Background: an optimization exercise with open tools, aiming at small area, a short achievable clock period and few clock cycles per item. Do not read the settings as production practice.
Only simulation tests tie the RTL to the original design; equivalence was not proved.

==> inputs of raven <==
## fpu_s
module fpu_s (
  input         clk,
  input         rst_n,
  input         req_valid,
  input  [6:0]  req_opcode,
  input  [6:0]  req_f7,
  input  [2:0]  req_rm,
  input  [4:0]  req_rs2,
  input  [31:0] req_v1,
  input  [31:0] req_v2,
  input  [31:0] req_v3,
  output        resp_valid,
  output [31:0] resp_value,
  output [4:0]  resp_fflags
);
  localparam K = 4;                  
  localparam NC = 6;                 
  localparam N = K * NC + 1;         
  localparam F = N + 2;              
  localparam WD = F + 3;
  wire [31:0] a = req_v1, b = req_v2, c = req_v3;
  wire op53 = req_opcode == 7'h53;
  wire is_fmadd = ~op53;
  wire d_add  = op53 & (req_f7 == 7'h00);
  wire d_sub  = op53 & (req_f7 == 7'h04);
  wire d_mul  = op53 & (req_f7 == 7'h08);
  wire d_div  = op53 & (req_f7 == 7'h0c);
  wire d_sqrt = op53 & (req_f7 == 7'h2c);
  wire d_i2f  = op53 & (req_f7 == 7'h68);
  wire d_f2i  = op53 & (req_f7 == 7'h60);
  wire d_addsub = d_add | d_sub;
  wire d_fma  = d_addsub | d_mul | is_fmadd | d_i2f;
  wire d_ds   = d_div | d_sqrt;
  wire d_misc = ~d_fma & ~d_ds;
  wire start = req_valid & rst_n;
  reg [2:0] brm;
  ...
make LEC_CHECK=0 CAP_MARGIN=20 CORE_MARGIN=2 CORE_UTILIZATION=40 SETUP_SLACK_MARGIN=5 SLEW_MARGIN=20 finish   # period 20.0 ns
run.sh (not shown) runs the stock make flow with config.mk's settings and CLKGATE_MAP_FILE= SYNTH_SCRIPT=/design/flow/synth_recipe.tcl, a recipe that flattens the netlist after the stock synthesis.
==> inputs of lagoon, as changes to raven <==
--- a/flow/design.v
+++ b/flow/design.v
@@ -35,13 +35,12 @@
   wire start = req_valid & rst_n;
   reg [2:0] brm;
   always @* case (req_rm) 3'd0: brm = 0; 3'd1: brm = 4; 3'd2: brm = 3; 3'd3: brm = 2; 3'd4: brm = 1; default: brm = 0; endcase
   reg        pend;           
   reg        slowm;          
-  reg        replay;         
   reg        v_misc;         
-  reg [31:0] misc_res; reg [4:0] misc_fl; reg m_rnd, m_inc, m_s, m_uns;
+  reg [31:0] misc_res; reg [4:0] misc_fl;
   reg [27:0] f_x, f_y; reg f_abgt, f_eeq, f_sub;
   reg [7:0]  f_xe; reg [2:0] f_abfl; reg f_sgn, f_sgnc, f_acc, f_neg, f_spec, f_ssgn, f_snv;
   reg [1:0]  f_skind; reg [2:0] f_rm; reg [9:0] f_exp;
   reg        busy; reg [2:0] cnt; reg f_dmode;
   reg [WD-1:0] ds_ws, ds_wc; reg [N:0] ds_q, ds_qm, ds_m; reg ds_sq; reg ds_s;
@@ -60,10 +59,17 @@
   mul24 u_prod (.a({a[30:23] != 0, a[22:0]}), .b({b[30:23] != 0, b[22:0]}), .p(prod));
   wire [31:0] cv_res, cv_norm; wire [4:0] cv_fl; wire [5:0] cv_lz; wire cv_neg, cv_rnd, cv_inc;
   fpu_cvt u_cvt (.a(a), .rm(req_rm), .uns(req_rs2[0]), .f2i(d_f2i), .i2f(d_i2f),
                  .f2i_res(cv_res), .f2i_fl(cv_fl), .f2i_rnd(cv_rnd), .f2i_inc(cv_inc),
                  .norm(cv_norm), .lz(cv_lz), .i2f_neg(cv_neg));
+  wire [47:0] sp = {f_x, f_y[27:8]};
+  wire signed [9:0] sx = f_exp;
+  wire s_ovf46 = sx > 10'sd127;
+  wire s_tiny = sx < -10'sd151;
+  wire s_l = ~sp[47] & ~sp[46] & (sp != 0) & (sx > -10'sd126) & ~s_ovf46;
+  wire s_r = (sp != 0) & ~s_tiny & (sp[47] ? (sx < -10'sd127) : (sx < -10'sd126));
+  wire replay = slowm & ~s_l & ~s_r;
   wire [47:0] p_src = replay ? {f_x, f_y[27:8]} : d_i2f ? {1'b0, cv_norm, 15'd0}
                     : d_addsub ? {1'b0, b[30:23] != 0, b[22:0], 23'd0} : prod;
   wire [7:0]  xa_r = oa[30:23] | {7'd0, oa[30:23] == 0};
   wire [7:0]  xb_r = ob[30:23] | {7'd0, ob[30:23] == 0};
   wire [7:0]  xa_src = replay ? f_exp[7:0] + 8'd127 : xa_r;
@@ -80,10 +86,14 @@
   fma_align u_align (.prod(p_src), .dec(pr_dec), .ovf47(pr_ovf47 & ~i2f_now), .ovf46(pr_ovf46 & ~i2f_now), .tiny(pr_tiny & ~i2f_now), .c(c_src),
                      .x(al_x), .y(al_y), .sub(sub_src), .ab_gt(al_abgt), .e_eq(al_eeq),
                      .xe(al_xe), .abfl(al_abfl));
   wire fma_go = (start & d_fma) | replay;
   wire go_slow = start & (d_mul | is_fmadd) & ~m_spec & ~m_zab & ~pr_tiny & (m_subab | pr_r46);
+  wire [31:0] pf_res; wire [4:0] pf_fl;
+  f2i_post u_post (.ip(cv_res), .inc(cv_inc), .s(a[31]), .uns(req_rs2[0]), .fl(cv_fl), .res(pf_res), .flags(pf_fl));
+  wire [31:0] f2i_res = cv_rnd ? pf_res : cv_res;
+  wire [4:0]  f2i_fl  = cv_rnd ? pf_fl : cv_fl;
   reg [2:0] msel;
   always @* begin
     case (req_f7)
       7'h10: msel = 3'd0;
       7'h14: msel = 3'd1;
@@ -122,54 +132,46 @@
   wire fw2_z = (t3s ^ t3c) == o3;
   wire fneg = fw[WD-1];
   wire [N:0] fq = fneg ? lqm : lq;
   wire ds_sticky = fneg ? ~fw2_z : ~fw_z;
   wire [47:0] pd = {1'b0, fq[N-1:0], ds_sticky, {(47-N-1){1'b0}}};
-  wire [47:0] sp = {f_x, f_y[27:8]};
-  wire signed [9:0] sx = f_exp;
-  wire s_ovf46 = sx > 10'sd127;
-  wire s_tiny = sx < -10'sd151;
-  wire s_l = ~sp[47] & ~sp[46] & (sp != 0) & (sx > -10'sd126) & ~s_ovf46;
-  wire s_r = (sp != 0) & ~s_tiny & (sp[47] ? (sx < -10'sd127) : (sx < -10'sd126));
   always @(posedge clk) begin
     if (!rst_n) begin
-      pend <= 1'b0; v_misc <= 1'b0; busy <= 1'b0; slowm <= 1'b0; replay <= 1'b0;
+      pend <= 1'b0; v_misc <= 1'b0; busy <= 1'b0; slowm <= 1'b0;
     end else begin
       v_misc <= start & d_misc;
       pend   <= (fma_go & ~go_slow) | ds_last;
       slowm  <= go_slow | (slowm & (s_l | s_r));
-      replay <= slowm & ~s_l & ~s_r;
       if (start & d_ds) busy <= 1'b1;
       else if (ds_last) busy <= 1'b0;
     end
-    if (start & ~d_fma) begin
-      misc_res <= d_f2i ? cv_res : mi_res;
-      misc_fl  <= d_f2i ? cv_fl : mi_fl;
-      m_rnd <= d_f2i & cv_rnd; m_inc <= cv_inc; m_s <= a[31]; m_uns <= req_rs2[0];
-    end
+    misc_fl <= d_f2i ? f2i_fl : mi_fl;
+    f_sub <= sub_src; f_abgt <= al_abgt; f_eeq <= al_eeq;
+    f_xe <= (start & d_i2f) ? 8'd158 - {2'd0, cv_lz} : al_xe;
+    if (slowm & s_l) {f_x, f_y} <= {sp[46:0], 1'b0, f_y[7:0]};
+    else if (slowm & s_r) {f_x, f_y} <= {1'b0, sp[47:2], sp[1] | sp[0], f_y[7:0]};
+    else if (go_slow) {f_x, f_y} <= {p_src, 8'd0};
+    else begin f_x <= al_x; f_y <= al_y; end
+    if (slowm & s_l) f_exp <= f_exp - 10'd1;
+    else if (slowm & s_r) f_exp <= f_exp + 10'd1;
+    else if (go_slow) f_exp <= e_src;
+    if (start & ~d_fma) misc_res <= d_f2i ? f2i_res : mi_res;
     if (start & d_fma) begin
       f_sgn  <= d_i2f ? cv_neg : m_sgn;
       f_spec <= ~d_i2f & m_spec;
       f_skind <= m_skind; f_ssgn <= m_ssgn; f_snv <= m_snv;
       f_sgnc <= oc[31]; f_acc <= acc; f_neg <= neg; f_rm <= brm;
       misc_res <= oc;
     end
-    if (fma_go) begin
-      if (go_slow) begin
-        f_x <= p_src[47:20]; f_y <= {p_src[19:0], 8'd0}; f_exp <= e_src;
-      end else begin
-        f_x <= al_x; f_y <= al_y; f_sub <= sub_src;
-        f_abgt <= al_abgt; f_eeq <= al_eeq; f_xe <= (start & d_i2f) ? 8'd158 - {2'd0, cv_lz} : al_xe; f_abfl <= al_abfl;
-      end
-    end else if (slowm) begin
-      if (s_l) begin {f_x, f_y[27:8]} <= {sp[46:0], 1'b0}; f_exp <= f_exp - 10'd1; end
-      else if (s_r) begin {f_x, f_y[27:8]} <= {1'b0, sp[47:2], sp[1] | sp[0]}; f_exp <= f_exp + 10'd1; end
-    end
+    if (fma_go & ~go_slow) f_abfl <= al_abfl;
+    ds_ws <= start ? ds_w0 : sws[K];
+    ds_wc <= start ? {WD{1'b0}} : swc[K];
+    ds_q  <= start ? (d_sqrt ? {1'b1, {N{1'b0}}} : {(N+1){1'b0}}) : qq[K];
+    ds_qm <= start ? {(N+1){1'b0}} : qm[K];
+    ds_m  <= start ? {2'b01, {(N-1){1'b0}}} : mm[K];
     if (start) begin
       cnt <= 3'd0;
-      ds_ws <= ds_w0; ds_wc <= {WD{1'b0}};
-      ds_q <= d_sqrt ? {1'b1, {N{1'b0}}} : {(N+1){1'b0}}; ds_qm <= {(N+1){1'b0}}; ds_m <= {2'b01, {(N-1){1'b0}}};
       ds_sq <= d_sqrt;
       if (d_ds) begin
         misc_res <= {8'd0, 1'b1, b[22:0]};
         f_exp <= d_sqrt ? sq_eh : {2'd0, ea} - {2'd0, eb} - {9'd0, dv_lt};
       end
@@ -178,24 +180,21 @@
       if (d_ds) begin
         f_rm <= brm; f_abfl <= 3'd0; f_acc <= 1'b0; f_neg <= 1'b0; f_spec <= 1'b0;
       end
     end else if (busy) begin
       cnt <= cnt + 3'd1;
-      ds_ws <= sws[K]; ds_wc <= swc[K]; ds_q <= qq[K]; ds_qm <= qm[K]; ds_m <= mm[K];
     end
   end
   wire [31:0] f_res; wire [4:0] f_fl;
   fma_add u_add (.x(f_x), .y(f_y), .sub(f_sub), .ab_gt(f_abgt), .e_eq(f_eeq),
                  .xe(f_xe), .abfl(f_abfl), .sgn_ab(f_sgn), .sgn_c(f_sgnc), .acc(f_acc), .rmode(f_rm),
                  .negres(f_neg), .spec(f_spec), .spec_kind(f_skind), .spec_sgn(f_ssgn), .spec_nv(f_snv),
                  .dmode(f_dmode), .d_e(ds_e[7:0] + 8'd127), .d_s(pd[45:23]), .d_g({pd[22], |pd[21:0]}), .d_sgn(ds_s),
                  .res(f_res), .flags(f_fl));
-  wire [31:0] pf_res; wire [4:0] pf_fl;
-  f2i_post u_post (.ip(misc_res), .inc(m_inc), .s(m_s), .uns(m_uns), .fl(misc_fl), .res(pf_res), .flags(pf_fl));
   assign resp_valid  = v_misc | pend;
-  assign resp_value  = v_misc ? (m_rnd ? pf_res : misc_res) : f_res;
-  assign resp_fflags = v_misc ? (m_rnd ? pf_fl : misc_fl) : f_fl;
+  assign resp_value  = v_misc ? misc_res : f_res;
+  assign resp_fflags = v_misc ? misc_fl : f_fl;
 endmodule
 module fma_spec (
   input  [31:0] a,           
   input  [31:0] b,           
   input  [31:0] c,           
==> qor summary <==
item                                                                           raven                    lagoon
Syn Nets                                                                       10700                     11000
Status                                                       complete, no violations   complete, no violations
Clock-cell share                                                              0.0160                    0.0162
Synth Area in Compound Gates                                                   0.247                     0.277
Total wire length                                                          372000 µm                 401000 µm
Shortest period the worst path allows                                       15.01 ns                  14.86 ns
Top-area cell type share of the netlist area                                   0.180                     0.180
Routed via count                                                               78200                     81500
Sum of buffers and inverters on the critical path                                  7                         5
Prevailing post-synth register cell                        sky130_fd_sc_hd__edfxtp_1  sky130_fd_sc_hd__dfxtp_1
Fmax                                                                      0.0666 GHz                0.0673 GHz
Routing usage on met2                                                          0.584                     0.635
Maximum fanout along the worst path                                               27                        23
Gate Count Post-Synth                                                           9546                      9888
CTS Sinks                                                                        257                       252
Xor and xnor area share after synthesis                                       0.0414                    0.0429
Required time worst endpoint                                                16.00 ns                  20.38 ns
Testbench counts of raven, summed over its fixed seeds: cycles 3,255, ops 2,400.
Testbench counts of lagoon, summed over its fixed seeds: cycles 3,250, ops 2,400.

## afterwards: timing with drivers on the ports
Ports are ideal in the flow. The routed layouts listed here were re-timed in OpenROAD. Step 1: set_driving_cell puts a clkbuf_16 on clk and a buf_2 on each other input, an assumption about the parent block. Step 2, shift: input delay + t, output delay - t, t = (earliest + latest rising clock arrival at the registers) / 2. This alone moves slack from input paths to output paths. Slacks: ideal ports / drivers / drivers and shift; pairs: ideal ports / drivers.
run | shift t [ns] | setup slack, ns | pins driven straight from the clock port
raven | 0.678 | 4.990 / 4.910 / 4.608 | 1
lagoon | 0.674 | 5.138 / 5.161 / 4.490 | 1
After both steps setup and hold are still met in every run listed. For lagoon, which loses most, drivers alone change the setup slack by +0.023 ns; drivers and shift together by -0.648 ns.
